Context: an optimization exercise on an open-source flow, tuned for small area, a short achievable clock period and few clock cycles. The choices shown serve that exercise and are no tape-out recipe. RTL that was checked went through simulation tests only; none was proved equivalent to the original. Only the layout flow was run in runs 6 and 7; the RTL was not checked for function there.

==> flow/design.v, too long to show whole: its modules and the start of the top module <==
// module lfsr: 5 lines
// module beetle_left_antenna: 613 lines
// module beetle_compare: 24 lines
// module beetle_right_antenna: 21 lines
// module beetle_booth_row: 14 lines
// module beetle_position: 15 lines
// module bas: 137 lines
module bas(clock,reset,load, seed_x,seed_y,iterations,x,y,x_extreme,y_extreme,out_value,done );
  // ...
==> flow/flow/run.sh <==
#!/bin/bash
# The standard layout: floorplan with the default timing repair, then the rest
# with timing repair aiming for 20.5 ns of setup slack at the design's clock
# period (over-fixing, as SETUP_SLACK_MARGIN does) on the worst 10% of
# endpoints, and buf_2 cells as the port buffers.
set -euo pipefail
bash standard.sh "BUFFER_PORTS_ARGS=-buffer_cell sky130_fd_sc_hd__buf_2" floorplan > orfs_make_floorplan.log 2>&1
bash standard.sh SETUP_SLACK_MARGIN=20.5 TNS_END_PERCENT=10 "BUFFER_PORTS_ARGS=-buffer_cell sky130_fd_sc_hd__buf_2" finish > orfs_make.log 2>&1
==> flow/standard.sh <==
#!/bin/bash
# synth_recipe.tcl (not shown) runs the flow's synth.tcl, then flattens the netlist and writes it again
# the make line also repeats each setting of config.mk as NAME=value (left out here)
make -C /OpenROAD-flow-scripts/flow DESIGN_CONFIG=/design/flow/config.mk WORK_HOME=/design/flow/orfs CLKGATE_MAP_FILE= SYNTH_SCRIPT=/design/flow/synth_recipe.tcl "${@:-finish}"
==> flow/config.mk <==
export PLATFORM = sky130hd
export DESIGN_NAME = bas
export DESIGN_NICKNAME = bas
export VERILOG_FILES = /design/flow/design.v
export SDC_FILE = /design/flow/constraint.sdc
export NUM_CORES = 8
export LEC_CHECK = 0
export ABC_AREA = 1
export CAP_MARGIN = 20
export CORE_MARGIN = 2
export CORE_UTILIZATION = 50
export SLEW_MARGIN = 20
==> flow/constraint.sdc <==
create_clock -name core_clock -period 27.0 [get_ports {clock}]
set_input_delay 5.4000 -clock core_clock [delete_from_list [all_inputs] [get_ports {clock}]]
set_output_delay 5.4000 -clock core_clock [all_outputs]
set_load 0.01 [all_outputs]
==> flow_metrics.env, run 1 <==
export IMPL_grt_max_degree=91
export IMPL_layout_drive_gt1_share_pct=14.5
export IMPL_dieArea_mm2=0.114
export IMPL_status="finished clean"
export IMPL_crit_type="input pin to flip-flop"
export IMPL_rsz0062_at_grt="yes"
export IMPL_cts_resized=617
export IMPL_synth_compound_area_share_pct=14.2
export IMPL_post_drt_wl_per_cell_um=22.7
export IMPL_hold_buffers=0
export IMPL_crit_start="load"
export IMPL_slowest_stage="nand2_1"
export IMPL_top_usage_layer="met2"
export IMPL_globalRouteOverflowTotal=0
export IMPL_hold_class="flip-flop to flip-flop"
export IMPL_multi_input_cells=5857
export IMPL_synthSimpleGateAreaFrac_pct=19.0
export IMPL_seqCellArea_mm2=0.00648
export IMPL_worstPathArrival_ns=7.36
export IMPL_clk_latency_ns=0.65
export IMPL_synthFlopType="dfxtp_1"
export IMPL_ys_seq_area_share_pct=11.2
export IMPL_met2_usage_pct=59.7
Testbench counts, summed over its fixed seeds: cycles 49,368.
==> module beetle_compare, before the edit <==
module beetle_compare(al, bl, ar, br, gt);
input [32:0] al, bl, ar, br;
output gt;
wire [31:0] a = {~al[31], al[30:0]};
wire [31:0] b = bl[31:0];
wire [31:0] c = ~{~ar[31], ar[30:0]};
wire [31:0] e = ~br[31:0];
wire [32:0] tl = {1'b0, a} + {1'b0, b};
wire [32:0] tr = {1'b0, ~c} + {1'b0, br[31:0]};
wire [31:0] x1 = a ^ b;
wire [31:0] x2 = c ^ e;
wire [31:0] x = x1 ^ x2;
wire [31:0] co;
wire [31:0] ci = {co[30:0], 1'b1};
genvar i;
generate for (i = 0; i < 32; i = i + 1) begin : cmp4
  assign co[i] = x1[i] ? c[i] : a[i];
end endgenerate
wire [31:0] xs = x ^ ci;
wire [31:0] xk = {x[30:0] & ci[30:0] | ~x[30:0] & e[30:0], 1'b0};
wire k31 = x[31] ? ci[31] : e[31];
wire [32:0] ts = {1'b0, xs} + {1'b0, xk};
assign gt = ~(ts[32] ^ k31 ^ co[31] ^ tl[32] ^ tr[32]);
endmodule
==> run 2: changes to the inputs <==
--- a/flow/design.v
+++ b/flow/design.v
@@ -637,8 +637,72 @@
 wire [31:0] xs = x ^ ci;
 wire [31:0] xk = {x[30:0] & ci[30:0] | ~x[30:0] & e[30:0], 1'b0};
 wire k31 = x[31] ? ci[31] : e[31];
-wire [32:0] ts = {1'b0, xs} + {1'b0, xk};
-assign gt = ~(ts[32] ^ k31 ^ co[31] ^ tl[32] ^ tr[32]);
+wire [31:0] tg = xs & xk;
+wire [31:0] tp = xs | xk;
+wire cg0_0 = tg[1] | tp[1] & tg[0];
+wire cp0_0 = tp[1] & tp[0];
+wire cg0_1 = tg[3] | tp[3] & tg[2];
+wire cp0_1 = tp[3] & tp[2];
+wire cg0_2 = tg[5] | tp[5] & tg[4];
+wire cp0_2 = tp[5] & tp[4];
+wire cg0_3 = tg[7] | tp[7] & tg[6];
+wire cp0_3 = tp[7] & tp[6];
+wire cg0_4 = tg[9] | tp[9] & tg[8];
+wire cp0_4 = tp[9] & tp[8];
+wire cg0_5 = tg[11] | tp[11] & tg[10];
+wire cp0_5 = tp[11] & tp[10];
+wire cg0_6 = tg[13] | tp[13] & tg[12];
+wire cp0_6 = tp[13] & tp[12];
+wire cg0_7 = tg[15] | tp[15] & tg[14];
+wire cp0_7 = tp[15] & tp[14];
+wire cg0_8 = tg[17] | tp[17] & tg[16];
+wire cp0_8 = tp[17] & tp[16];
+wire cg0_9 = tg[19] | tp[19] & tg[18];
+wire cp0_9 = tp[19] & tp[18];
+wire cg0_10 = tg[21] | tp[21] & tg[20];
+wire cp0_10 = tp[21] & tp[20];
+wire cg0_11 = tg[23] | tp[23] & tg[22];
+wire cp0_11 = tp[23] & tp[22];
+wire cg0_12 = tg[25] | tp[25] & tg[24];
+wire cp0_12 = tp[25] & tp[24];
+wire cg0_13 = tg[27] | tp[27] & tg[26];
+wire cp0_13 = tp[27] & tp[26];
+wire cg0_14 = tg[29] | tp[29] & tg[28];
+wire cp0_14 = tp[29] & tp[28];
+wire cg0_15 = tg[31] | tp[31] & tg[30];
+wire cp0_15 = tp[31] & tp[30];
+wire cg1_0 = cg0_1 | cp0_1 & cg0_0;
+wire cp1_0 = cp0_1 & cp0_0;
+wire cg1_1 = cg0_3 | cp0_3 & cg0_2;
+wire cp1_1 = cp0_3 & cp0_2;
+wire cg1_2 = cg0_5 | cp0_5 & cg0_4;
+wire cp1_2 = cp0_5 & cp0_4;
+wire cg1_3 = cg0_7 | cp0_7 & cg0_6;
+wire cp1_3 = cp0_7 & cp0_6;
+wire cg1_4 = cg0_9 | cp0_9 & cg0_8;
+wire cp1_4 = cp0_9 & cp0_8;
+wire cg1_5 = cg0_11 | cp0_11 & cg0_10;
+wire cp1_5 = cp0_11 & cp0_10;
+wire cg1_6 = cg0_13 | cp0_13 & cg0_12;
+wire cp1_6 = cp0_13 & cp0_12;
+wire cg1_7 = cg0_15 | cp0_15 & cg0_14;
+wire cp1_7 = cp0_15 & cp0_14;
+wire cg2_0 = cg1_1 | cp1_1 & cg1_0;
+wire cp2_0 = cp1_1 & cp1_0;
+wire cg2_1 = cg1_3 | cp1_3 & cg1_2;
+wire cp2_1 = cp1_3 & cp1_2;
+wire cg2_2 = cg1_5 | cp1_5 & cg1_4;
+wire cp2_2 = cp1_5 & cp1_4;
+wire cg2_3 = cg1_7 | cp1_7 & cg1_6;
+wire cp2_3 = cp1_7 & cp1_6;
+wire cg3_0 = cg2_1 | cp2_1 & cg2_0;
+wire cp3_0 = cp2_1 & cp2_0;
+wire cg3_1 = cg2_3 | cp2_3 & cg2_2;
+wire cp3_1 = cp2_3 & cp2_2;
+wire cg4_0 = cg3_1 | cp3_1 & cg3_0;
+wire cp4_0 = cp3_1 & cp3_0;
+wire ts32 = cg4_0;
+assign gt = ~(ts32 ^ k31 ^ co[31] ^ tl[32] ^ tr[32]);
 endmodule
 module beetle_right_antenna(dir, sense, s3, step);
 input  [8:0]  dir;
==> flow/flow/run.sh (replaced) <==
#!/bin/bash
# The standard layout: floorplan with the default timing repair, then the rest
# with timing repair aiming for 20 ns of setup slack at the design's clock
# period (over-fixing, as SETUP_SLACK_MARGIN does) on the worst 10% of
# endpoints, and buf_2 cells as the port buffers.
set -euo pipefail
bash standard.sh "BUFFER_PORTS_ARGS=-buffer_cell sky130_fd_sc_hd__buf_2" floorplan > orfs_make_floorplan.log 2>&1
bash standard.sh SETUP_SLACK_MARGIN=20 TNS_END_PERCENT=10 "BUFFER_PORTS_ARGS=-buffer_cell sky130_fd_sc_hd__buf_2" finish > orfs_make.log 2>&1
--- a/flow/config.mk
+++ b/flow/config.mk
@@ -8,5 +8,5 @@
 export ABC_AREA = 1
 export CAP_MARGIN = 20
 export CORE_MARGIN = 2
-export CORE_UTILIZATION = 50
+export CORE_UTILIZATION = 45
 export SLEW_MARGIN = 20
==> run 2 against run 1 <==
Effect of this change: still clean; sequential share of layout area grew 0.34 points; global-route usage decreased by 5.1 points.
==> flow_metrics.env, run 2 <==
export IMPL_min_from="value_curr[3]$_DFF_P_"
export IMPL_grt_max_degree=116
export IMPL_fin_crit_sh_pct=25.7
export IMPL_grt_pass1_vias=51700
export IMPL_drt_initial_drc_count=4591
export IMPL_rsz0062_at_grt="yes"
export IMPL_wirelength_um=208000
export IMPL_worstRegToRegCells=28
export IMPL_hold_depth=2
export IMPL_clk_latency_ns=0.65
export IMPL_synthSimpleGateAreaFrac_pct=21.3
export IMPL_routabilityCongestion=0.995
export IMPL_core_area_mm2=0.123
export IMPL_rows=129
export IMPL_finalNetCount=9370
export IMPL_drv_slew=0
export IMPL_clock_fmax_ghz=0.144
export IMPL_min_period_ns=6.95
export IMPL_slowest_stage="nor4_4"
export IMPL_fillers=12400
export IMPL_grtUsageTotal_pct=31.9
export IMPL_synthMuxAreaShare_pct=0
export IMPL_initial_core_util_pct=45.2
export IMPL_r2r_setup_slack_ns=20.10
export IMPL_place_detailed_hpwl_um=163000
export IMPL_vias=53200
export IMPL_die_w_um=356
export IMPL_cpMostUsedCell="nor2_1"
export IMPL_yosysTopAreaCell="fa_1"
export IMPL_yosys_top_cells_area="fa_1 20%, ha_1 15%, dfxtp_1 11%"
export IMPL_cp_max_fo=48
export IMPL_hold_end="value_best[3]$_SDFFE_PP1P_"
export IMPL_globalRouteOverflowTotal=0
export IMPL_cts_tree="yes"
export IMPL_grt_antenna_before_repair=2
export IMPL_finalSetupViolCount=0
export IMPL_slew_limit_headroom_pct=25.3
export IMPL_ys_seq_area_share_pct=11.2
export IMPL_yosysUniqueCellTypes=65
export IMPL_ys_top_cells_by_count="1548 x nand2_1, 1327 x inv_1, 977 x nor2_1"
export IMPL_post_drt_wl_per_cell_um=21.3
export IMPL_synth_edf_count=10
export IMPL_grt_pass1_wl_um=309000
export IMPL_crit_path_start_kind="input pin"
export IMPL_ys_warn_count=1
export IMPL_clock_sinks=307
export IMPL_synth_cell_area_mm2=0.0558
export IMPL_cts_buffers_inserted=42
export IMPL_synth_top_family_by_area="adder cells"
export IMPL_setup_tns_ns=0
export IMPL_r2r_end="value_curr[23]$_DFF_P_"
export IMPL_crit_path_max_incr_delay_ns=0.48
export IMPL_layout_drive_gt1_share_pct=9.17
export IMPL_path_cells="buf_2, nor4_4, o21ai_1, a21oi_2, nand2_4, bufinv_16, buf_16, nor2_1, nor2_1"
export IMPL_required_ns=27.55
export IMPL_clk_pin_slew_ns=0.06
export IMPL_crit_path_end_kind="flip-flop"
export IMPL_die_y_um=356
export IMPL_htreeDepth=2
export IMPL_synth_seq_cells=307
export IMPL_final_common_cell="nand2_1"
export IMPL_port_buffers=130
export IMPL_synth_compound_area_share_pct=13.2
export IMPL_fin_skew_ns=0.0377
export IMPL_ant_nets=0
export IMPL_place_area_mm2=0.0576
export IMPL_hold_class="flip-flop to flip-flop"
export IMPL_dr_pass1_iters=8
export IMPL_synth_most_common_cell="nand2_1"
export IMPL_final_util_pct=50.5
export IMPL_ios=135
export IMPL_hold_buffers=0
export IMPL_final_cell_mix="1539 x nand2_1, 1262 x inv_1, 958 x nor2_1"
export IMPL_synth_adder_area_share_pct=35.2
export IMPL_reg_largest_list="value_best x33, value_curr x33"
export IMPL_crit_type="input pin to flip-flop"
export IMPL_dieArea_mm2=0.127
export IMPL_syn_to_final_growth_pct=11.7
export IMPL_vias_per_cell=5.46
export IMPL_synthFlopType="dfxtp_1"
export IMPL_ys_async_sr_fraction_pct=0
export IMPL_drc=0
export IMPL_clock_path_buffers=3
export IMPL_clockRootBuffer="clkbuf_16"
export IMPL_r2r_start="dl2[4]$_SDFF_PP0_"
export IMPL_synthCells=7951
export IMPL_hold_viol=0
export IMPL_status="finished clean"
export IMPL_tightest_slew_ns=1.12
export IMPL_maxCapViolCount=0
export IMPL_synth_top_area_share_pct=20.4
export IMPL_worstPathArrival_ns=7.50
export IMPL_synthXorXnorAreaFrac_pct=7.61
export IMPL_postSynthAreaPerCell_um2=7.01
export IMPL_fin_area_mm2=0.0623
run 2: per-layer routing:
layer	GRT usage (%)	share of wire [%]	up-vias
li1	-	-	25400
met1	41.7	42	25200
met2	52.7	46	2215
met3	4.22	7.5	432
met4	14.1	5.2	0
met5	0	0	-
run 2: what timing repair did:
item                       in CTS  in global routing
pin swaps                      10                 49
setup buffers                  44                132
gates resized for setup       224                194
cloned                         14                  3
setup endpoints to repair     208                190
run 2: cell families after synthesis:
kind of cell	Yosys count
xor+xnor	484
other cells	1
buf+inv	1653
compound gates	1308
fa+ha+maj	1227
simple gates	2971
flops	307
run 2: area by class of cell:
| type | instances | area (µm²) | area share, % |
|---|---|---|---|
| Timing Repair inverter | 1 | 8.76 | 0.0141 |
| Inverter | 1368 | 5380 | 8.64 |
| Sequential cell | 307 | 6420 | 10.3 |
| Antenna cell | 1 | 2.50 | 0.00402 |
| Multi-Input combinational cell | 6001 | 44000 | 70.6 |
| Timing Repair Buffer | 360 | 3010 | 4.84 |
| Tap cell | 1637 | 2050 | 3.29 |
| Clock buffer | 54 | 1160 | 1.86 |
| Clock inverter | 22 | 294 | 0.472 |
run 2: metrics by stage:
step / hold WS, ns / cells / setup WS, ns
floorplan: 0.450 / 7954 / 20.10
global placement: 0.457 / 9481 / 18.29
detailed placement: 0.469 / 9481 / 18.30
CTS: 0.483 / 9615 / 19.90
global route: 0.501 / 9750 / 19.92
finish: 0.476 / 9751 / 20.05
run 2: worst max-delay path by stage:
stage	startpoint	end	slack [ns]	cells past startpoint
2_1_floorplan	load	value_best[3]$_SDFFE_PP1P_	20.10	8
4_1_cts	load	x_best[15]$_SDFFE_PP0P_	19.90	9
5_1_grt	dr1[4]$_SDFF_PP0_	dl1[0]$_SDFF_PP0_	19.92	33
6_report	load	y_best[7]$_SDFFE_PP0P_	20.05	9
3_5_place_dp	dl1[4]$_SDFF_PP0_	dr2[3]$_SDFF_PP0_	18.30	33
3_3_place_gp	dl1[4]$_SDFF_PP0_	dr2[3]$_SDFF_PP0_	18.29	33
run 2: worst max-delay path, delay by kind of cell:
| family | cells | cell delay [ns] |
|---|---|---|
| AO/OA/AOI/OAI | 2 | 0.38 |
| AND/OR/NAND/NOR | 4 | 0.81 |
| buffers and inverters | 3 | 0.81 |
Testbench counts of run 2, summed over its fixed seeds: cycles 49,368.
==> run 3: changes to the inputs <==
--- a/flow/config.mk
+++ b/flow/config.mk
@@ -8,5 +8,5 @@
 export ABC_AREA = 1
 export CAP_MARGIN = 20
 export CORE_MARGIN = 2
-export CORE_UTILIZATION = 45
+export CORE_UTILIZATION = 50
 export SLEW_MARGIN = 20
==> run 3 against run 2 <==
Effect of this change: global-route usage increased by 3.3 points; synthesized cell count did not move; still clean; flip-flop and latch count unchanged; setup slack gained 0.048 ns; clock-buffer cell count shrank 1; final cell count shrank 1.8%; first-iteration DRC count grew 2.2%; critical path type unchanged; register-to-register slack improved by 0.03 ns.
==> flow_metrics.env, run 3 <==
export IMPL_ys_async_sr_fraction_pct=0
export IMPL_r2r_end="dr2[2]$_SDFF_PP0_"
export IMPL_yosys_top_cells_area="fa_1 20%, ha_1 15%, dfxtp_1 11%"
export IMPL_syn_to_final_growth_pct=10.7
export IMPL_r2r_start="dr1[11]$_SDFF_PP0_"
export IMPL_path_cells="buf_4, nor4_2, buf_4, o21ai_0, a21oi_2, nand2_4, clkinv_8, buf_6, o211ai_1"
export IMPL_place_area_mm2=0.0573
export IMPL_synth_edf_count=10
export IMPL_postSynthAreaPerCell_um2=7.01
export IMPL_setup_tns_ns=0
export IMPL_cp_max_fo=22
export IMPL_grt_pass1_wl_um=305000
export IMPL_crit_path_start_kind="input pin"
export IMPL_final_util_pct=55.8
export IMPL_ys_warn_count=1
export IMPL_rsz0062_at_grt="yes"
export IMPL_die_y_um=338
export IMPL_crit_end="value_best[2]$_SDFFE_PP1P_"
export IMPL_core_area_mm2=0.111
export IMPL_ys_top_cells_by_count="1548 x nand2_1, 1327 x inv_1, 977 x nor2_1"
export IMPL_min_period_ns=6.90
export IMPL_grt_pass1_vias=51000
export IMPL_die_w_um=338
export IMPL_initial_core_util_pct=50.4
export IMPL_dr_pass1_iters=6
export IMPL_slowest_stage="nor4_2"
export IMPL_place_detailed_hpwl_um=159000
export IMPL_yosysUniqueCellTypes=65
export IMPL_drv_slew=0
export IMPL_grtUsageTotal_pct=35.2
export IMPL_worstPathArrival_ns=7.39
export IMPL_cts_tree="yes"
export IMPL_grt_antenna_before_repair=4
export IMPL_status="finished clean"
export IMPL_layout_drive_gt1_share_pct=8.59
export IMPL_fin_skew_ns=0.0411
export IMPL_cp_buffers_inverters=4
export IMPL_fin_area_mm2=0.0617
export IMPL_clockRootBuffer="clkbuf_16"
export IMPL_synthCells=7951
export IMPL_clk_pin_slew_ns=0.06
export IMPL_ant_nets=0
export IMPL_clock_fmax_ghz=0.145
export IMPL_globalRouteOverflowTotal=0
export IMPL_crit_path_end_kind="flip-flop"
export IMPL_clock_sinks=307
export IMPL_worstRegToRegCells=34
export IMPL_synth_top_area_share_pct=20.4
export IMPL_maxCapViolCount=0
export IMPL_finalNetCount=9337
export IMPL_grt_max_degree=82
export IMPL_tightest_slew_ns=1.08
export IMPL_r2r_setup_slack_ns=20.13
export IMPL_fin_crit_sh_pct=25.6
export IMPL_yosysTopAreaCell="fa_1"
export IMPL_cp_depth=9
export IMPL_routabilityCongestion=1.03
export IMPL_rows=122
export IMPL_htreeDepth=2
export IMPL_cp_top_family="buffers and inverters"
export IMPL_synth_most_common_cell="nand2_1"
export IMPL_post_drt_wl_per_cell_um=21.4
export IMPL_dieArea_mm2=0.114
export IMPL_crit_path_max_incr_delay_ns=0.29
export IMPL_final_cell_mix="1544 x nand2_1, 1271 x inv_1, 957 x nor2_1"
export IMPL_slew_limit_headroom_pct=28.3
export IMPL_ys_seq_area_share_pct=11.2
export IMPL_final_common_cell="nand2_1"
export IMPL_required_ns=27.49
export IMPL_wirelength_um=205000
export IMPL_port_buffers=130
export IMPL_finalSetupViolCount=0
export IMPL_cts_buffers_inserted=42
export IMPL_cpMostUsedCell="buf_4"
export IMPL_synthFlopType="dfxtp_1"
export IMPL_reg_largest_list="value_best x33, value_curr x33"
export IMPL_drt_initial_drc_count=4692
export IMPL_crit_start="load"
export IMPL_hold_class="flip-flop to flip-flop"
export IMPL_vias=53200
export IMPL_vias_per_cell=5.55
export IMPL_hold_viol=0
export IMPL_drc=0
export IMPL_synth_cell_area_mm2=0.0558
export IMPL_ios=135
export IMPL_clk_latency_ns=0.64
export IMPL_clock_path_buffers=3
export IMPL_synth_seq_cells=307
export IMPL_crit_type="input pin to flip-flop"
run 3: cell counts after synthesis:
Identical to the previous run, type by type.
run 3: worst min-delay path by stage:
stage                             from                           to  slack (ns)  depth (start not counted)
5_1_grt        y_best[12]$_SDFFE_PP0P_      y_best[12]$_SDFFE_PP0P_        0.50                          2
3_5_place_dp    value_curr[16]$_DFF_P_  value_best[16]$_SDFFE_PP1P_        0.47                          2
4_1_cts         value_curr[13]$_DFF_P_  value_best[13]$_SDFFE_PP1P_        0.46                          2
3_3_place_gp    value_curr[15]$_DFF_P_  value_best[15]$_SDFFE_PP1P_        0.46                          2
2_1_floorplan   value_curr[10]$_DFF_P_  value_best[10]$_SDFFE_PP1P_        0.45                          2
6_report        value_curr[13]$_DFF_P_  value_best[13]$_SDFFE_PP1P_        0.47                          2
run 3: final cells by class:
cell class                 instances  area [µm²]
timing repair inverter             1        8.76
timing repair buffer             326        2680
clock inverter                    24         295
sequential                       307        6460
clock buffer                      53        1160
inverter                        1368        5350
multi-input combinational       6002       43900
antenna                            4        10.0
fill                           10900       48900
tap                             1488        1860
run 3: metrics by stage:
stage               hold slack (ns)  instances  setup WS, ns
global placement              0.460       9323         17.29
floorplan                     0.450       7954         20.10
global route                  0.501       9569         19.93
finish                        0.471       9573         20.10
detailed placement            0.470       9324         18.23
CTS                           0.465       9441         19.96
run 3: routing by layer:
| metal | track usage, % | vias up | share of wire [%] |
|---|---|---|---|
| li1 | - | 25300 | - |
| met1 | 46.0 | 25100 | 42 |
| met2 | 57.7 | 2165 | 45 |
| met3 | 4.06 | 512 | 7.3 |
| met4 | 17.5 | 2 | 6.2 |
| met5 | 0 | - | 0.0098 |
run 3: kinds of logic (layout without fill, tap and decap cells):
kind of cell	after synthesis	count (layout)	share of synthesized area, %
simple gates	2971	2979	21.3
buf+inv	1653	1772	11.5
compound gates	1308	1308	13.2
fa+ha+maj	1227	1227	35.2
xor+xnor	484	484	7.61
flops	307	307	11.2
other cells	1	8	0.00672
run 3: tightest hold or removal path: stages (launching register included):
cell and delay (ns):
dfxtp_1 0.34, nand2_1 0.06, o211ai_1 0.07
run 3: what timing repair did:
item,CTS,global route
endpoints found under the setup margin,211,216
gates cloned,13,7
pin swaps,9,31
hold buffers,0,0
buffers inserted,27,121
resized for setup,193,203
==> module bas, before the edit <==
module bas(clock,reset,load, seed_x,seed_y,iterations,x,y,x_extreme,y_extreme,out_value,done );
    input clock,reset,load;
    input [8:0] seed_x,seed_y;
    input [8:0] iterations;
    input [15:0] x,y;
    output signed [15:0] x_extreme,y_extreme;
    output signed [39:0] out_value;
    output reg done;
    reg [15:0] x_curr, y_curr;           
    reg signed [13:0] step_x, step_y;    
    reg signed [13:0] step_nx, step_ny;  
    reg [17:0] dl1, dl2, dr1, dr2;       
    reg ql1, ql2, qr1, qr2;              
    reg [32:0] value_curr;               
    reg [8:0] dir_x, dir_y;              
    reg [12:0] sense;                    
    reg [9:0] remain;
    reg run;
    reg first;                           
    reg [15:0] x_best, y_best;
    reg [32:0] value_best;
    reg value_init;                      
    wire [32:0] al, bl, ar, br;
    beetle_left_antenna ol(dl1, dl2, ql1, ql2, al, bl);
    beetle_left_antenna or_(dr1, dr2, qr1, qr2, ar, br);
    wire go_right;
    beetle_compare cmp(al, bl, ar, br, go_right);
    wire [32:0] odour_l = al + bl;
    wire [32:0] odour_r = ar + br;
    wire [15:0] x_l = x_curr + {{2{step_x[13]}}, step_x};
    wire [15:0] y_l = y_curr + {{2{step_y[13]}}, step_y};
    wire [15:0] x_r = x_curr - {{2{step_x[13]}}, step_x};
    wire [15:0] y_r = y_curr - {{2{step_y[13]}}, step_y};
    wire [17:0] ell1, ell2, elr1, elr2, erl1, erl2, err1, err2;
    wire qll1, qll2, qlr1, qlr2, qrl1, qrl2, qrr1, qrr2;
    beetle_position #(0) pll(x_l, y_l, step_nx, step_ny, ell1, ell2, qll1, qll2);
    beetle_position #(1) plr(x_l, y_l, step_nx, step_ny, elr1, elr2, qlr1, qlr2);
    beetle_position #(0) prl(x_r, y_r, step_nx, step_ny, erl1, erl2, qrl1, qrl2);
    beetle_position #(1) prr(x_r, y_r, step_nx, step_ny, err1, err2, qrr1, qrr2);
    wire signed [13:0] mul_x, mul_y;
    wire [14:0] sense3 = {2'b00, sense} + {1'b0, sense, 1'b0};
    wire [8:0] dir_x_n, dir_y_n;
    lfsr lx(dir_x, dir_x_n);
    lfsr ly(dir_y, dir_y_n);
    beetle_right_antenna mulx(dir_x, sense, sense3, mul_x);
    beetle_right_antenna muly(dir_y, sense, sense3, mul_y);
    assign x_extreme = x_best;
    assign y_extreme = y_best;
    assign out_value = {4'b0, {3{value_init}}, value_best};
    always @(posedge clock) begin
        if (reset) begin
            x_curr <= x;
            y_curr <= y;
            dl1 <= 18'd0;
            dl2 <= 18'd0;
            dr1 <= 18'd0;
            dr2 <= 18'd0;
            ql1 <= 1'b0;
            ql2 <= 1'b0;
            qr1 <= 1'b0;
            qr2 <= 1'b0;
            step_x <= 14'd0;
            step_y <= 14'd0;
            step_nx <= 14'd0;
            step_ny <= 14'd0;
            dir_x <= 9'd0;
            dir_y <= 9'd0;
        end else begin
            if (go_right) begin
                x_curr <= x_r;
                y_curr <= y_r;
                dl1 <= erl1;
                dl2 <= erl2;
                dr1 <= err1;
                dr2 <= err2;
                ql1 <= qrl1;
                ql2 <= qrl2;
                qr1 <= qrr1;
                qr2 <= qrr2;
            end else begin
                x_curr <= x_l;
                y_curr <= y_l;
                dl1 <= ell1;
                dl2 <= ell2;
                dr1 <= elr1;
                dr2 <= elr2;
                ql1 <= qll1;
                ql2 <= qll2;
                qr1 <= qlr1;
                qr2 <= qlr2;
            end
            step_x <= step_nx;
            step_y <= step_ny;
            step_nx <= mul_x;
            step_ny <= mul_y;
            if (load) begin
                dir_x <= seed_x;
                dir_y <= seed_y;
            end else begin
                dir_x <= dir_x_n;
                dir_y <= dir_y_n;
            end
        end
        value_curr <= go_right ? odour_r : odour_l;
        if (reset | load)
            sense <= 13'd6400;
        else
            sense <= sense - {8'd0, sense[12:8]} - {12'd0, sense[7:0] != 8'd0};
        if (reset) begin
            run <= 1'b0;
            done <= 1'b0;
            first <= 1'b0;
            x_best <= 16'd0;
            y_best <= 16'd0;
            value_best <= {33{1'b1}};
            value_init <= 1'b1;
        end else if (load) begin
            remain <= {1'b0, iterations} + 10'd1;
            first <= 1'b1;
            run <= iterations != 9'd0;
            done <= iterations == 9'd0;
        end else if (run) begin
            remain <= remain - 10'd1;
            first <= 1'b0;
            if (remain == 10'd0) begin
                run <= 1'b0;
                done <= 1'b1;
            end
            if (!first && value_curr < value_best) begin
                x_best <= x_curr;
                y_best <= y_curr;
                value_best <= value_curr;
                value_init <= 1'b0;
            end
        end
    end
endmodule
==> run 4: changes to the inputs <==
--- a/flow/design.v
+++ b/flow/design.v
@@ -739,6 +739,31 @@
 assign r = g[3] ? ~mag : mag;
 assign n = g[3];
 endmodule
+module beetle_prefix_add(a, b, s);
+parameter W = 8;
+parameter L = 3;
+input  [W-1:0] a, b;
+output [W-1:0] s;
+wire [W-1:0] g [0:L];
+wire [W-1:0] p [0:L];
+assign g[0] = a & b;
+assign p[0] = a ^ b;
+genvar l, i;
+generate
+  for (l = 0; l < L; l = l + 1) begin : lv
+    for (i = 0; i < W; i = i + 1) begin : bt
+      if ((i >> l) & 1) begin : cmb
+        assign g[l + 1][i] = g[l][i] | p[l][i] & g[l][((i >> l) << l) - 1];
+        assign p[l + 1][i] = p[l][i] & p[l][((i >> l) << l) - 1];
+      end else begin : pas
+        assign g[l + 1][i] = g[l][i];
+        assign p[l + 1][i] = p[l][i];
+      end
+    end
+  end
+endgenerate
+assign s = p[0] ^ {g[L][W-2:0], 1'b0};
+endmodule
 module beetle_position(mx, my, nx, ny, d1, d2, q1, q2);
 parameter NB = 0;
 input  [15:0] mx, my;
@@ -781,8 +806,9 @@
     beetle_left_antenna or_(dr1, dr2, qr1, qr2, ar, br);
     wire go_right;
     beetle_compare cmp(al, bl, ar, br, go_right);
-    wire [32:0] odour_l = al + bl;
-    wire [32:0] odour_r = ar + br;
+    wire [32:0] odour_l, odour_r;
+    beetle_prefix_add #(33, 6) suml(al, bl, odour_l);
+    beetle_prefix_add #(33, 6) sumr(ar, br, odour_r);
     wire [15:0] x_l = x_curr + {{2{step_x[13]}}, step_x};
     wire [15:0] y_l = y_curr + {{2{step_y[13]}}, step_y};
     wire [15:0] x_r = x_curr - {{2{step_x[13]}}, step_x};
--- a/flow/config.mk
+++ b/flow/config.mk
@@ -8,5 +8,5 @@
 export ABC_AREA = 1
 export CAP_MARGIN = 20
 export CORE_MARGIN = 2
-export CORE_UTILIZATION = 50
+export CORE_UTILIZATION = 45
 export SLEW_MARGIN = 20
==> run 4 against run 3 <==
Effect of this change: still clean on timing, DRC and antenna; wire length shrank 1.4%; maximum frequency shrank 2.0%; core utilization shrank 5.4 points; synthesized cell count shrank 3.0%; hold slack gained 0.00070 ns; global-route usage shrank 3.7 points.
==> flow_metrics.env, run 4 <==
export IMPL_wirelength_um=202000
export IMPL_setup_tns_ns=0
export IMPL_ys_seq_area_share_pct=11.4
export IMPL_finalNetCount=9184
export IMPL_slew_limit_headroom_pct=32.8
export IMPL_worstPathArrival_ns=7.51
export IMPL_clock_sinks=307
export IMPL_place_detailed_hpwl_um=161000
export IMPL_ys_top_cells_by_count="1488 x nand2_1, 1248 x inv_1, 945 x nor2_1"
export IMPL_grt_antenna_before_repair=1
export IMPL_grt_pass1_wl_um=303000
export IMPL_cts_tree="yes"
export IMPL_initial_core_util_pct=45.2
export IMPL_yosysUniqueCellTypes=61
export IMPL_synth_top_family_by_area="adder cells"
export IMPL_min_period_ns=7.04
export IMPL_rsz0062_at_grt="yes"
export IMPL_crit_path_end_kind="flip-flop"
export IMPL_drc=0
export IMPL_yosys_top_cells_area="fa_1 21%, ha_1 15%, dfxtp_1 11%"
export IMPL_synthCells=7711
export IMPL_grt_max_degree=91
export IMPL_syn_to_final_growth_pct=11.5
export IMPL_clockRootBuffer="clkbuf_16"
export IMPL_synth_top_area_share_pct=21.0
export IMPL_hold_buffers=0
export IMPL_fin_skew_ns=0.0482
export IMPL_drv_slew=0
export IMPL_required_ns=27.47
export IMPL_hold_viol=0
export IMPL_synth_seq_cells=307
export IMPL_cts_buffers_inserted=42
export IMPL_slowest_stage="buf_4"
export IMPL_cp_buffers_inverters=3
export IMPL_fin_crit_sh_pct=26.1
export IMPL_crit_path_max_incr_delay_ns=0.39
export IMPL_post_drt_wl_per_cell_um=21.2
export IMPL_maxCapViolCount=0
export IMPL_synth_cell_area_mm2=0.0549
export IMPL_hold_class="flip-flop to flip-flop"
export IMPL_grtUsageTotal_pct=31.5
export IMPL_tightest_slew_ns=1.01
export IMPL_drt_initial_drc_count=4238
export IMPL_synth_compound_area_share_pct=13.0
export IMPL_cp_max_fo=69
export IMPL_synthXorXnorAreaFrac_pct=7.67
export IMPL_layout_drive_gt1_share_pct=9.41
export IMPL_path_cells="buf_4, nor2_1, nand2_1, clkinv_4, buf_4, a21oi_1, o21ai_0"
export IMPL_ys_warn_count=2
export IMPL_core_area_mm2=0.121
export IMPL_die_y_um=353
export IMPL_rows=128
export IMPL_reg_largest_list="value_best x33, value_curr x33"
export IMPL_ys_async_sr_fraction_pct=0
export IMPL_ios=135
export IMPL_fillers=12400
export IMPL_finalSetupViolCount=0
export IMPL_synth_most_common_cell="nand2_1"
export IMPL_yosysTopAreaCell="fa_1"
export IMPL_ant_nets=0
export IMPL_clock_fmax_ghz=0.142
export IMPL_synthFlopType="dfxtp_1"
export IMPL_status="finished clean"
export IMPL_grt_pass1_vias=50900
export IMPL_port_buffers=130
export IMPL_globalRouteOverflowTotal=0
export IMPL_dieArea_mm2=0.125
export IMPL_cp_top_family="buffers and inverters"
export IMPL_routabilityCongestion=1.00
export IMPL_postSynthAreaPerCell_um2=7.12
export IMPL_synthMuxAreaShare_pct=0
export IMPL_synth_adder_area_share_pct=36.1
export IMPL_synthSimpleGateAreaFrac_pct=20.9
export IMPL_clk_latency_ns=0.64
export IMPL_final_common_cell="nand2_1"
export IMPL_dr_pass1_iters=8
export IMPL_clock_path_buffers=3
export IMPL_clk_pin_slew_ns=0.06
export IMPL_htreeDepth=2
export IMPL_cpMostUsedCell="buf_4"
export IMPL_vias=51600
export IMPL_crit_path_start_kind="input pin"
export IMPL_synth_edf_count=10
export IMPL_die_w_um=353
export IMPL_vias_per_cell=5.41
export IMPL_final_cell_mix="1484 x nand2_1, 1188 x inv_1, 935 x nor2_1"
export IMPL_crit_type="input pin to flip-flop"
-- run 4: cell count changes after synthesis, moves of 13 or more --
cell | previous run | this run
nand2_1 | 1548 | 1488
inv_2 | 25 | 43
buf_2 | 63 | 35
nand3_1 | 286 | 254
a221o_1 | 8 | 21
nor2_1 | 977 | 945
o211ai_1 | 44 | 15
inv_1 | 1327 | 1248
a21oi_1 | 564 | 544
a21boi_0 | 27 | 10
-- run 4: area by class of cell --
cell class / instances / area (µm²) / share of cell area, %
antenna: 2 / 5.00 / 0.00818
sequential: 307 / 6450 / 10.5
clock buffer: 51 / 1170 / 1.91
tap: 1625 / 2030 / 3.32
multi-input combinational: 5848 / 43200 / 70.6
timing repair buffer: 380 / 2990 / 4.89
inverter: 1306 / 5140 / 8.40
clock inverter: 25 / 233 / 0.380
-- run 4: path summary, 6_finish.rpt --
path                                               from  slack, ns                     endpoint  cells after the start
worst min register to register  value_init$_SDFFE_PP1P_       0.47      value_init$_SDFFE_PP1P_                      2
worst max register to register        dr2[0]$_SDFF_PP0_      20.20            dr1[0]$_SDFF_PP0_                     29
worst min-delay path            value_init$_SDFFE_PP1P_       0.47      value_init$_SDFFE_PP1P_                      2
worst max-delay path                               load      19.96  value_best[20]$_SDFFE_PP1P_                      7
-- run 4: worst reg2reg max path: cells and delay by family, from the launching register on --
kind / cells / cell delay (ns)
fa+ha+maj: 6 / 2.94
flops: 1 / 0.30
simple gates: 12 / 1.70
buf+inv: 7 / 0.91
compound gates: 4 / 0.85
-- run 4: timing repair --
item	in CTS	in global routing
cloned	5	5
setup endpoints to repair	180	188
setup buffers	26	182
gates resized for setup	129	205
pin swaps	2	21
hold endpoints to repair	0	0
-- run 4: per-layer routing --
layer	wire (µm)	vias to the layer above	global-route usage (%)
li1	-	24700	-
met1	86200	24600	41.3
met2	93500	1871	53.0
met3	13200	407	3.84
met4	9380	0	12.2
met5	0	-	0
-- run 4: kinds of logic (layout without fill, tap and decap cells) --
| group | Yosys count | after routing |
|---|---|---|
| compound gates | 1269 | 1269 |
| xor+xnor | 481 | 481 |
| fa+ha+maj | 1237 | 1237 |
| buf+inv | 1564 | 1762 |
| flops | 307 | 307 |
| other cells | 1 | 6 |
| simple gates | 2852 | 2857 |
-- run 4: through the flow --
| step | utilization (%) | instances | hold WS (ns) | worst slack (ns) | instance area [µm²] |
|---|---|---|---|---|---|
| 2_1_floorplan | - | 7714 | 0.444 | 20.10 | 54900 |
| 3_3_place_gp | 46.8 | 9248 | 0.462 | 17.88 | 56800 |
| 3_5_place_dp | 46.8 | 9248 | 0.470 | 17.91 | 56800 |
| 4_1_cts | 48.4 | 9355 | 0.480 | 19.87 | 58800 |
| 5_1_grt | 50.4 | 9542 | 0.504 | 19.84 | 61200 |
| 6_report | 50.4 | 9544 | 0.472 | 19.96 | 61200 |
Testbench counts of run 4, summed over its fixed seeds: cycles 49,368.
==> run 5: changes to the inputs <==
--- a/flow/config.mk
+++ b/flow/config.mk
@@ -8,5 +8,5 @@
 export ABC_AREA = 1
 export CAP_MARGIN = 20
 export CORE_MARGIN = 2
-export CORE_UTILIZATION = 45
+export CORE_UTILIZATION = 50
 export SLEW_MARGIN = 20
==> run 5 against run 4 <==
Effect of this change: via count decreased by 1.1%; still clean on timing, DRC and antenna; core utilization increased by 5.0 points; critical path type unchanged; die area decreased by 9.9%; design area decreased by 1.4%; non-clock buffer count decreased by 71; final cell count decreased by 3.0%; synthesized cell count unchanged; setup slack improved by 0.15 ns.
==> flow_metrics.env, run 5 <==
export IMPL_cp_top_family="buffers and inverters"
export IMPL_ys_warn_count=2
export IMPL_required_ns=27.45
export IMPL_multi_input_comb_area_mm2=0.0432
export IMPL_rsz0062_at_grt="yes"
export IMPL_vias_per_cell=5.51
export IMPL_grt_max_degree=101
export IMPL_routabilityCongestion=1.00
export IMPL_synth_edf_count=10
export IMPL_status="finished clean"
export IMPL_place_inst=9052
export IMPL_ios=135
export IMPL_wirelength_um=193000
export IMPL_cpMostUsedCell="buf_6"
export IMPL_antennaDiodeCount=0
export IMPL_die_w_um=335
export IMPL_drt_initial_drc_count=4142
export IMPL_fin_crit_sh_pct=25.5
export IMPL_grt_antenna_before_repair=1
export IMPL_finalSetupViolCount=0
export IMPL_globalRouteOverflowTotal=0
export IMPL_yosysTopAreaCell="fa_1"
export IMPL_hold_class="flip-flop to flip-flop"
export IMPL_clock_fmax_ghz=0.145
export IMPL_drv_slew=0
export IMPL_grtUsageTotal_pct=33.9
export IMPL_finalNetCount=9112
export IMPL_clock_sinks=307
export IMPL_ys_async_sr_fraction_pct=0
export IMPL_final_common_cell="nand2_1"
export IMPL_clk_pin_slew_ns=0.05
export IMPL_ys_top_cells_by_count="1488 x nand2_1, 1248 x inv_1, 945 x nor2_1"
export IMPL_cts_tree="yes"
export IMPL_instances_no_fill=9258
export IMPL_slew_limit_headroom_pct=34.9
export IMPL_crit_path_max_incr_delay_ns=0.58
export IMPL_post_drt_wl_per_cell_um=20.9
export IMPL_syn_to_final_growth_pct=9.84
export IMPL_tightest_slew_ns=0.973
export IMPL_drc=0
export IMPL_clk_latency_ns=0.62
export IMPL_path_cells="buf_6, inv_6, buf_6, nand2_1, nor2_1"
export IMPL_reg_largest_list="value_best x33, value_curr x33"
export IMPL_postSynthAreaPerCell_um2=7.12
export IMPL_grt_pass1_wl_um=292000
export IMPL_dr_pass1_iters=9
export IMPL_vias=51000
export IMPL_synthCells=7711
export IMPL_cts_buffers_inserted=41
export IMPL_clockRootBuffer="clkbuf_16"
export IMPL_r2r_setup_slack_ns=20.17
export IMPL_dieArea_mm2=0.113
export IMPL_port_buffers=130
export IMPL_core_area_mm2=0.109
export IMPL_fin_skew_ns=0.0300
export IMPL_die_y_um=335
export IMPL_cp_buffers_inverters=3
export IMPL_hold_viol=0
export IMPL_grt_pass1_vias=49800
export IMPL_layout_drive_gt1_share_pct=8.24
export IMPL_maxCapViolCount=0
export IMPL_holdWs_ns=0.476
export IMPL_crit_path_start_kind="input pin"
export IMPL_crit_path_end_kind="flip-flop"
export IMPL_synth_seq_cells=307
export IMPL_min_period_ns=6.90
export IMPL_crit_type="input pin to flip-flop"
export IMPL_final_cell_mix="1481 x nand2_1, 1197 x inv_1, 933 x nor2_1"
export IMPL_cp_max_fo=84
export IMPL_synthFlopType="dfxtp_1"
export IMPL_yosysUniqueCellTypes=61
export IMPL_setup_tns_ns=0
export IMPL_synth_top_area_share_pct=21.0
export IMPL_yosys_top_cells_area="fa_1 21%, ha_1 15%, dfxtp_1 11%"
export IMPL_synth_most_common_cell="nand2_1"
export IMPL_worstPathArrival_ns=7.34
export IMPL_ys_seq_area_share_pct=11.4
export IMPL_slowest_stage="buf_6"
export IMPL_hold_buffers=0
export IMPL_place_detailed_hpwl_um=156000
export IMPL_rows=121
export IMPL_fillers=10800
export IMPL_seqCellArea_mm2=0.00638
export IMPL_clock_path_buffers=3
export IMPL_synth_cell_area_mm2=0.0549
export IMPL_htreeDepth=2
export IMPL_initial_core_util_pct=50.5
export IMPL_ant_nets=0
==> run 5: per-stage QoR <==
step | area (µm²) | setup slack (ns) | utilization [%]
final | 60300 | 20.10 | 55.4
after detailed placement | 56600 | 18.00 | 52.0
after global routing | 60300 | 19.89 | 55.4
after global placement | 56600 | 18.00 | 52.0
after floorplan | 54900 | 20.10 | -
after CTS | 58800 | 19.93 | 54.0
==> run 5: repair_timing <==
action / in CTS / in global routing
cloned: 6 / 4
hold endpoints to repair: 0 / 0
resized for setup: 112 / 175
endpoints found under the setup margin: 165 / 198
setup buffers: 24 / 97
pin swaps: 2 / 22
==> run 5: layout make-up <==
type	instances	area share (%)
Sequential cell	307	10.6
Clock inverter	23	0.579
Tap cell	1414	2.93
Timing Repair Buffer	309	3.91
Inverter	1306	8.46
Clock buffer	51	1.95
Multi-Input combinational cell	5848	71.6
==> run 5: worst reg2reg max path: cells and delay by family, from the launching register on <==
family | cells | cell delay [ns]
DFF | 1 | 0.29
buffers and inverters | 10 | 1.30
adders and majority gates | 6 | 2.93
AOI/OAI and AO/OA | 3 | 0.55
and+or+nand+nor | 14 | 1.63
==> run 5: path summary, 6_finish.rpt <==
check,startpoint,to,cells after the start
worst max-delay path,reset,step_ny[10]$_SDFF_PP0_,5
worst min-delay path,y_best[14]$_SDFFE_PP0P_,y_best[14]$_SDFFE_PP0P_,2
worst max register to register,dr2[7]$_SDFF_PP0_,x_curr[1]$_DFF_P_,33
worst min register to register,y_best[14]$_SDFFE_PP0P_,y_best[14]$_SDFFE_PP0P_,2
==> run 5: kinds of logic after synthesis <==
family	synth area share, %
DFF	11.4
buffers and inverters	11.0
and+or+nand+nor	20.9
xor gates and xnor gates	7.67
other	0.00683
adders and majority gates	36.1
AOI/OAI and AO/OA	13.0
==> run 5: layer usage <==
metal | wire, µm | GRT usage, % | vias up
met4 | 10300 | 15.5 | 2
met5 | 13 | 0 | -
li1 | - | - | 24600
met3 | 13000 | 4.37 | 373
met1 | 81100 | 43.9 | 24200
met2 | 88800 | 56.3 | 1858
==> module beetle_right_antenna, before the edit <==
module beetle_right_antenna(dir, sense, s3, step);
input  [8:0]  dir;
input  [12:0] sense;
input  [14:0] s3;
output [13:0] step;
wire [15:0] s1 = {3'b000, sense};
wire [15:0] s2 = {2'b00, sense, 1'b0};
wire [15:0] t3 = {1'b0, s3};
wire [15:0] s4 = {1'b0, sense, 2'b00};
wire [3:0] g0 = {dir[2:0], 1'b0};
wire [3:0] g1 = dir[5:2];
wire [3:0] g2 = dir[8:5];
wire [15:0] r0, r1, r2;
wire n0, n1, n2;
beetle_booth_row b0(g0, s1, s2, t3, s4, r0, n0);
beetle_booth_row b1(g1, s1, s2, t3, s4, r1, n1);
beetle_booth_row b2(g2, s1, s2, t3, s4, r2, n2);
wire [21:0] p = {{6{n0}}, r0} + {{3{n1}}, r1, 3'd0} + {r2, 6'd0}
              + {15'd0, n2, 2'b00, n1, 2'b00, n0};
assign step = p[21:8];
endmodule
==> run 6: changes to the inputs <==
--- a/flow/design.v
+++ b/flow/design.v
@@ -721,8 +721,16 @@
 beetle_booth_row b0(g0, s1, s2, t3, s4, r0, n0);
 beetle_booth_row b1(g1, s1, s2, t3, s4, r1, n1);
 beetle_booth_row b2(g2, s1, s2, t3, s4, r2, n2);
-wire [21:0] p = {{6{n0}}, r0} + {{3{n1}}, r1, 3'd0} + {r2, 6'd0}
-              + {15'd0, n2, 2'b00, n1, 2'b00, n0};
+wire [21:0] ra = {{6{n0}}, r0};
+wire [21:0] rb = {{3{n1}}, r1, 3'd0};
+wire [21:0] rc = {r2, 6'd0};
+wire [21:0] rd = {15'd0, n2, 2'b00, n1, 2'b00, n0};
+wire [21:0] t1 = ra ^ rb ^ rc;
+wire [21:0] c1 = {ra[20:0] & rb[20:0] | ra[20:0] & rc[20:0] | rb[20:0] & rc[20:0], 1'b0};
+wire [21:0] t2 = t1 ^ c1 ^ rd;
+wire [21:0] c2 = {t1[20:0] & c1[20:0] | t1[20:0] & rd[20:0] | c1[20:0] & rd[20:0], 1'b0};
+wire [21:0] p;
+beetle_prefix_add #(22, 5) fin(t2, c2, p);
 assign step = p[21:8];
 endmodule
 module beetle_booth_row(g, s1, s2, s3, s4, r, n);
==> run 6 against run 5 <==
Effect of this change: highest routed layer is now met4; largest cell class unchanged; global-route usage up 1.0 points; die area down 1.6%.
==> flow_metrics.env, run 6 <==
export IMPL_postSynthAreaPerCell_um2=7.26
export IMPL_ys_top_cells_by_count="1351 x nand2_1, 1233 x inv_1, 974 x nor2_1"
export IMPL_hold_viol=0
export IMPL_tightest_slew_ns=1.12
export IMPL_ys_warn_count=3
export IMPL_synth_seq_cells=307
export IMPL_htreeDepth=2
export IMPL_cp_top_family="buffers and inverters"
export IMPL_fin_crit_sh_pct=25.6
export IMPL_finalNetCount=8884
export IMPL_cp_depth=5
export IMPL_ys_seq_area_share_pct=11.6
export IMPL_die_y_um=333
export IMPL_dpl_worst_slack_ns=17.41
export IMPL_hold_class="flip-flop to flip-flop"
export IMPL_finalSetupViolCount=0
export IMPL_fin_skew_ns=0.0486
export IMPL_holdWs_ns=0.472
export IMPL_drc=0
export IMPL_crit_path_end_kind="flip-flop"
export IMPL_rsz0062_at_grt="yes"
export IMPL_clk_pin_slew_ns=0.06
export IMPL_status="finished clean"
export IMPL_port_buffers=130
export IMPL_drv_slew=0
export IMPL_initial_core_util_pct=50.5
export IMPL_crit_path_start_kind="input pin"
export IMPL_ys_async_sr_fraction_pct=0
export IMPL_routabilityCongestion=0.994
export IMPL_drt_initial_drc_count=4097
export IMPL_place_detailed_hpwl_um=155000
export IMPL_required_ns=27.48
export IMPL_synthFlopType="dfxtp_1"
export IMPL_final_common_cell="nand2_1"
export IMPL_clockRootBuffer="clkbuf_16"
export IMPL_clk_latency_ns=0.64
export IMPL_grt_pass1_vias=48800
export IMPL_ios=135
export IMPL_setup_ws_ns=20.09
export IMPL_grtUsageTotal_pct=34.9
export IMPL_crit_type="input pin to flip-flop"
export IMPL_path_cells="buf_6, inv_8, buf_6, o21ai_0, nor2_2"
export IMPL_layout_drive_gt1_share_pct=8.98
export IMPL_cp_max_fo=92
export IMPL_post_drt_wl_per_cell_um=22.0
export IMPL_core_area_mm2=0.107
export IMPL_syn_to_final_growth_pct=10.6
export IMPL_wirelength_um=198000
export IMPL_synth_edf_count=10
export IMPL_antennaDiodeCount=0
export IMPL_crit_path_max_incr_delay_ns=0.50
export IMPL_ant_nets=0
export IMPL_grt_pass1_wl_um=294000
export IMPL_globalRouteOverflowTotal=0
export IMPL_rows=120
export IMPL_slew_limit_headroom_pct=25.0
export IMPL_synthCells=7440
export IMPL_vias_per_cell=5.57
export IMPL_hold_buffers=0
export IMPL_synth_most_common_cell="nand2_1"
export IMPL_final_cell_mix="1339 x nand2_1, 1180 x inv_1, 964 x nor2_1"
export IMPL_yosysTopAreaCell="fa_1"
export IMPL_yosysUniqueCellTypes=61
export IMPL_maxCapViolCount=0
export IMPL_setup_tns_ns=0
export IMPL_slowest_stage="buf_6"
export IMPL_clock_path_buffers=3
export IMPL_synth_top_area_share_pct=22.6
export IMPL_cpMostUsedCell="buf_6"
export IMPL_fillers=10600
export IMPL_worstRegToRegCells=32
export IMPL_grt_antenna_before_repair=0
export IMPL_synth_cell_area_mm2=0.0540
export IMPL_grt_max_degree=93
export IMPL_cts_tree="yes"
export IMPL_worstPathArrival_ns=7.39
export IMPL_cp_buffers_inverters=3
export IMPL_dr_pass1_iters=6
export IMPL_clock_sinks=307
export IMPL_yosys_top_cells_area="fa_1 23%, ha_1 15%, dfxtp_1 11%"
export IMPL_die_w_um=333
export IMPL_reg_largest_list="value_best x33, value_curr x33"
export IMPL_dieArea_mm2=0.111
export IMPL_clock_fmax_ghz=0.145
export IMPL_vias=50100
export IMPL_cts_buffers_inserted=40
export IMPL_min_period_ns=6.91
export IMPL_hold_depth=2
==> run 6: changes by cell type in the layout (fill, tap and decap cells not counted), moves of 13 or more <==
| cell | previous run | this run |
|---|---|---|
| nand2_1 | 1481 | 1339 |
| a21oi_1 | 536 | 477 |
| nor2_1 | 933 | 964 |
| fa_2 | 13 | 37 |
| dfxtp_4 | 32 | 52 |
| ha_1 | 642 | 622 |
| nand3_1 | 253 | 234 |
| o21ai_0 | 375 | 356 |
| inv_2 | 47 | 29 |
| inv_1 | 1197 | 1180 |
| xor2_1 | 389 | 373 |
| dfxtp_1 | 254 | 239 |
| o21a_1 | 19 | 6 |
==> run 6: layout make-up <==
type,count,area [µm²],area share (%)
Clock buffer,50,1110,1.86
Clock inverter,19,155,0.260
Inverter,1272,4960,8.31
Multi-Input combinational cell,5617,42700,71.4
Sequential cell,307,6450,10.8
Tap cell,1403,1760,2.94
Timing Repair Buffer,328,2620,4.39
==> run 6: path summary, 6_finish.rpt <==
kind                                         start                 to  slack, ns
worst max-delay path                         reset  dr1[2]$_SDFF_PP0_      20.09
worst min-delay path                run$_SDFF_PP0_  done$_SDFFE_PP0P_       0.47
worst max register to register  dr1[10]$_SDFF_PP0_  dr1[2]$_SDFF_PP0_      20.10
worst min register to register      run$_SDFF_PP0_  done$_SDFFE_PP0P_       0.47
==> run 6: layer usage <==
metal | wire length [µm] | global-route usage, % | vias up
li1 | - | - | 23700
met1 | 80900 | 44.8 | 24000
met2 | 91100 | 58.0 | 1964
met3 | 14000 | 4.51 | 455
met4 | 12100 | 17.1 | 0
met5 | 0 | 0 | -
==> run 6: kinds of logic (layout without fill, tap and decap cells) <==
family                   Yosys count  count (layout)  share of synthesized area (%)
AO/OA/AOI/OAI                   1179            1179                           12.5
other                              1               4                        0.00694
adder cells (fa/ha/maj)         1256            1256                           37.6
XOR/XNOR                         462             462                           7.49
AND/OR/NAND/NOR                 2709            2716                           20.0
flip-flops                       307             307                           11.6
buffers and inverters           1526            1669                           10.9
==> run 6: worst min-delay path, delay by kind of cell (launching register included) <==
family	cells	cell delay, ns
AOI/OAI and AO/OA	1	0.05
DFF	1	0.31
and+or+nand+nor	1	0.06
==> run 6: metrics by stage <==
step / cell area, µm² / instances / util, %
CTS: 58000 / 8886 / 54.2
floorplan: 54000 / 7443 / -
finish: 59700 / 8996 / 55.8
global route: 59700 / 8996 / 55.8
global placement: 55500 / 8747 / 51.9
detailed placement: 55500 / 8747 / 51.9
==> run 6: repair_timing <==
action,in CTS,in global routing
setup endpoints to repair,195,202
pin swaps,14,50
setup buffers,61,103
gates cloned,9,6
gates resized for setup,204,166
==> run 7: changes to the inputs <==
--- a/flow/design.v
+++ b/flow/design.v
@@ -814,9 +814,8 @@
     beetle_left_antenna or_(dr1, dr2, qr1, qr2, ar, br);
     wire go_right;
     beetle_compare cmp(al, bl, ar, br, go_right);
-    wire [32:0] odour_l, odour_r;
-    beetle_prefix_add #(33, 6) suml(al, bl, odour_l);
-    beetle_prefix_add #(33, 6) sumr(ar, br, odour_r);
+    wire [32:0] odour_l = al + bl;
+    wire [32:0] odour_r = ar + br;
     wire [15:0] x_l = x_curr + {{2{step_x[13]}}, step_x};
     wire [15:0] y_l = y_curr + {{2{step_y[13]}}, step_y};
     wire [15:0] x_r = x_curr - {{2{step_x[13]}}, step_x};
==> run 7 against run 6 <==
Effect of this change: register-to-register slack got worse by 0.07 ns; wire length is 1.0% higher; critical path depth is 20 higher; non-clock buffer count down 8; largest cell class unchanged; highest routed layer is now met5.
==> flow_metrics.env, run 7 <==
export IMPL_fin_skew_ns=0.0354
export IMPL_tightest_slew_ns=1.03
export IMPL_synthCells=7716
export IMPL_postSynthAreaPerCell_um2=7.14
export IMPL_vias_per_cell=5.51
export IMPL_synthFlopType="dfxtp_1"
export IMPL_yosysTopAreaCell="fa_1"
export IMPL_synth_most_common_cell="nand2_1"
export IMPL_final_common_cell="nand2_1"
export IMPL_finalNetCount=9108
export IMPL_die_y_um=336
export IMPL_required_ns=27.46
export IMPL_globalRouteOverflowTotal=0
export IMPL_worstPathArrival_ns=7.43
export IMPL_synth_seq_cells=307
export IMPL_rows=121
export IMPL_maxCapViolCount=0
export IMPL_place_inst=9063
export IMPL_grt_antenna_before_repair=7
export IMPL_final_cell_mix="1436 x nand2_1, 1258 x inv_1, 945 x nor2_1"
export IMPL_rsz0062_at_grt="yes"
export IMPL_instances_no_fill=9309
export IMPL_yosys_top_cells_area="fa_1 22%, ha_1 15%, dfxtp_1 11%"
export IMPL_crit_type="flip-flop to flip-flop"
export IMPL_cts_buffers_inserted=42
export IMPL_htreeDepth=2
export IMPL_drc=0
export IMPL_dpl_worst_slack_ns=17.61
export IMPL_finalSetupViolCount=0
export IMPL_dieArea_mm2=0.113
export IMPL_core_area_mm2=0.109
export IMPL_place_detailed_hpwl_um=156000
export IMPL_setup_ws_ns=20.03
export IMPL_clk_latency_ns=0.64
export IMPL_syn_to_final_growth_pct=10.0
export IMPL_fin_crit_sh_pct=25.8
export IMPL_grt_util_met3_pct=4.58
export IMPL_grt_pass1_vias=50800
export IMPL_met1_usage_pct=43.6
export IMPL_crit_path_end_kind="flip-flop"
export IMPL_hold_buffers=0
export IMPL_synth_edf_count=10
export IMPL_ys_seq_area_share_pct=11.3
export IMPL_slew_limit_headroom_pct=31.0
export IMPL_ios=135
export IMPL_crit_path_start_kind="flip-flop"
export IMPL_status="finished clean"
export IMPL_yosysUniqueCellTypes=59
export IMPL_clock_sinks=307
export IMPL_drv_slew=0
export IMPL_clk_pin_slew_ns=0.07
export IMPL_wirelength_um=200000
export IMPL_clock_fmax_ghz=0.143
export IMPL_cp_max_fo=9
export IMPL_clock_path_buffers=3
export IMPL_drt_initial_drc_count=4154
export IMPL_hold_viol=0
export IMPL_dr_pass1_iters=6
export IMPL_post_drt_wl_per_cell_um=21.5
export IMPL_synth_top_area_share_pct=21.9
export IMPL_ys_top_cells_by_count="1443 x nand2_1, 1314 x inv_1, 958 x nor2_1"
export IMPL_ys_warn_count=2
export IMPL_grt_max_degree=73
export IMPL_met2_usage_pct=58.7
export IMPL_ant_nets=0
export IMPL_grtUsageTotal_pct=34.9
export IMPL_hold_class="flip-flop to flip-flop"
export IMPL_min_period_ns=6.97
export IMPL_routabilityCongestion=1.02
export IMPL_layout_drive_gt1_share_pct=8.38
export IMPL_top_usage_layer="met2"
export IMPL_setup_tns_ns=0
export IMPL_cts_tree="yes"
export IMPL_port_buffers=130
export IMPL_synth_cell_area_mm2=0.0551
export IMPL_ys_async_sr_fraction_pct=0
export IMPL_initial_core_util_pct=50.5
export IMPL_clockRootBuffer="clkbuf_16"
export IMPL_grt_pass1_wl_um=300000
export IMPL_vias=51300
export IMPL_reg_largest_list="value_best x33, value_curr x33"
export IMPL_die_w_um=336
-- run 7: cell types whose count changed in the layout (fill, tap and decap cells not counted), sizes merged, moves of 11 or more --
cell / previous run / this run
nand2: 1362 / 1464
inv: 1222 / 1285
a21oi: 488 / 525
nand3: 245 / 280
a221o: 28 / 6
xor2: 373 / 393
nor2: 975 / 959
a21boi: 15 / 29
buf: 319 / 308
-- run 7: kinds of logic (layout without fill, tap and decap cells) --
| group | Yosys count | in the layout | share of synthesized area, % |
|---|---|---|---|
| xor+xnor | 484 | 484 | 7.71 |
| simple gates | 2829 | 2839 | 20.6 |
| fa+ha+maj | 1248 | 1248 | 36.5 |
| compound gates | 1210 | 1210 | 12.3 |
| buf+inv | 1637 | 1740 | 11.5 |
| other cells | 1 | 5 | 0.00680 |
| flops | 307 | 307 | 11.3 |
-- run 7: worst max-delay path, cell delays in order (launching register included) --
cell        delay, ns
dfxtp_4          0.40
clkinvlp_4       0.12
buf_4            0.16
nand2_1          0.10
fa_1             0.51
inv_1            0.06
fa_1             0.42
inv_1            0.08
fa_1             0.44
fa_1             0.50
inv_1            0.05
fa_1             0.71
ha_1             0.35
nand3_1          0.12
nand2_1          0.15
a21boi_0         0.34
o21ai_1          0.18
a21boi_1         0.42
inv_1            0.15
nand2_1          0.08
nand2_1          0.08
a21boi_0         0.54
o21ai_0          0.37
xor2_1           0.22
nand2_1          0.10
o21ai_1          0.13
-- run 7: final timing paths --
check                                endpoint  depth (start not counted)              startpoint  slack [ns]
setup / recovery       value_curr[23]$_DFF_P_                         25       dl1[2]$_SDFF_PP0_       20.03
hold / removal    value_best[10]$_SDFFE_PP1P_                          2  value_curr[10]$_DFF_P_        0.45
setup reg to reg       value_curr[23]$_DFF_P_                         25       dl1[2]$_SDFF_PP0_       20.03
hold reg to reg   value_best[10]$_SDFFE_PP1P_                          2  value_curr[10]$_DFF_P_        0.45
-- run 7: per-stage QoR --
stage | util, % | instance area (µm²) | hold WS (ns)
floorplan | - | 55100 | 0.444
global placement | 51.8 | 56600 | 0.458
detailed placement | 51.8 | 56600 | 0.467
CTS | 54.5 | 59500 | 0.445
global route | 55.5 | 60600 | 0.496
finish | 55.5 | 60600 | 0.453
-- run 7: timing repair --
| action | in CTS | in global routing |
|---|---|---|
| resized for setup | 220 | 108 |
| buffers inserted | 76 | 72 |
| cloned | 14 | 5 |
| setup endpoints to repair | 182 | 150 |
| pin swaps | 9 | 16 |
-- run 7: area by class of cell --
type / count / area (µm²)
antenna: 1 / 2.50
clock buffer: 59 / 1210
clock inverter: 19 / 230
fill: 10800 / 48500
inverter: 1342 / 5230
multi-input combinational: 5785 / 43200
sequential: 307 / 6450
tap: 1476 / 1850
timing repair buffer: 320 / 2430
-- run 7: layer usage --
| layer | part of all wire (%) | wire length (µm) | vias up |
|---|---|---|---|
| met4 | 6.3 | 12700 | 8 |
| met3 | 6.8 | 13600 | 495 |
| met5 | 0.027 | 55 | - |
| met2 | 46 | 92800 | 2010 |
| met1 | 40 | 81000 | 24400 |
| li1 | - | - | 24400 |

-- re-timing with driven ports --
No port has a modelled driver above. Below, the same layouts with a new extraction and two added sets of constraints.
Step 1: set_driving_cell puts a clkbuf_16 on clock and a buf_2 on each other input, an assumption about the parent block.
Step 2 times the ports against the registers' clock, not the clock port: input delays grow and output delays shrink by t, the midpoint of the rising clock arrivals with the driver on.
a / b / c = ideal ports / drivers / drivers and shift; a / b = the first two.
| run | t (ns) | setup WS [ns] | hold slack, ns | worst slew at a driven data input, ns |
|---|---|---|---|---|
| run 1 | 0.701 | 20.110 / 20.126 / 19.461 | 0.478 / 0.478 / 0.478 | 0.05 |
| run 2 | 0.706 | 20.053 / 20.043 / 19.407 | 0.476 / 0.476 / 0.476 | 0.04 |
| run 3 | 0.700 | 20.101 / 20.128 / 19.456 | 0.471 / 0.471 / 0.471 | 0.04 |
| run 4 | 0.698 | 19.957 / 20.014 / 19.316 | 0.472 / 0.472 / 0.472 | 0.07 |
| run 5 | 0.690 | 20.104 / 20.090 / 19.454 | 0.476 / 0.476 / 0.476 | 0.08 |
| run 6 | 0.693 | 20.088 / 20.099 / 19.437 | 0.472 / 0.472 / 0.472 | 0.04 |
| run 7 | 0.690 | 20.030 / 20.030 / 19.371 | 0.453 / 0.453 / 0.453 | 0.05 |
After both steps every run listed still meets setup and hold. For run 7, which loses most, drivers alone change the setup slack by 0.000 ns; drivers and shift together by -0.659 ns.
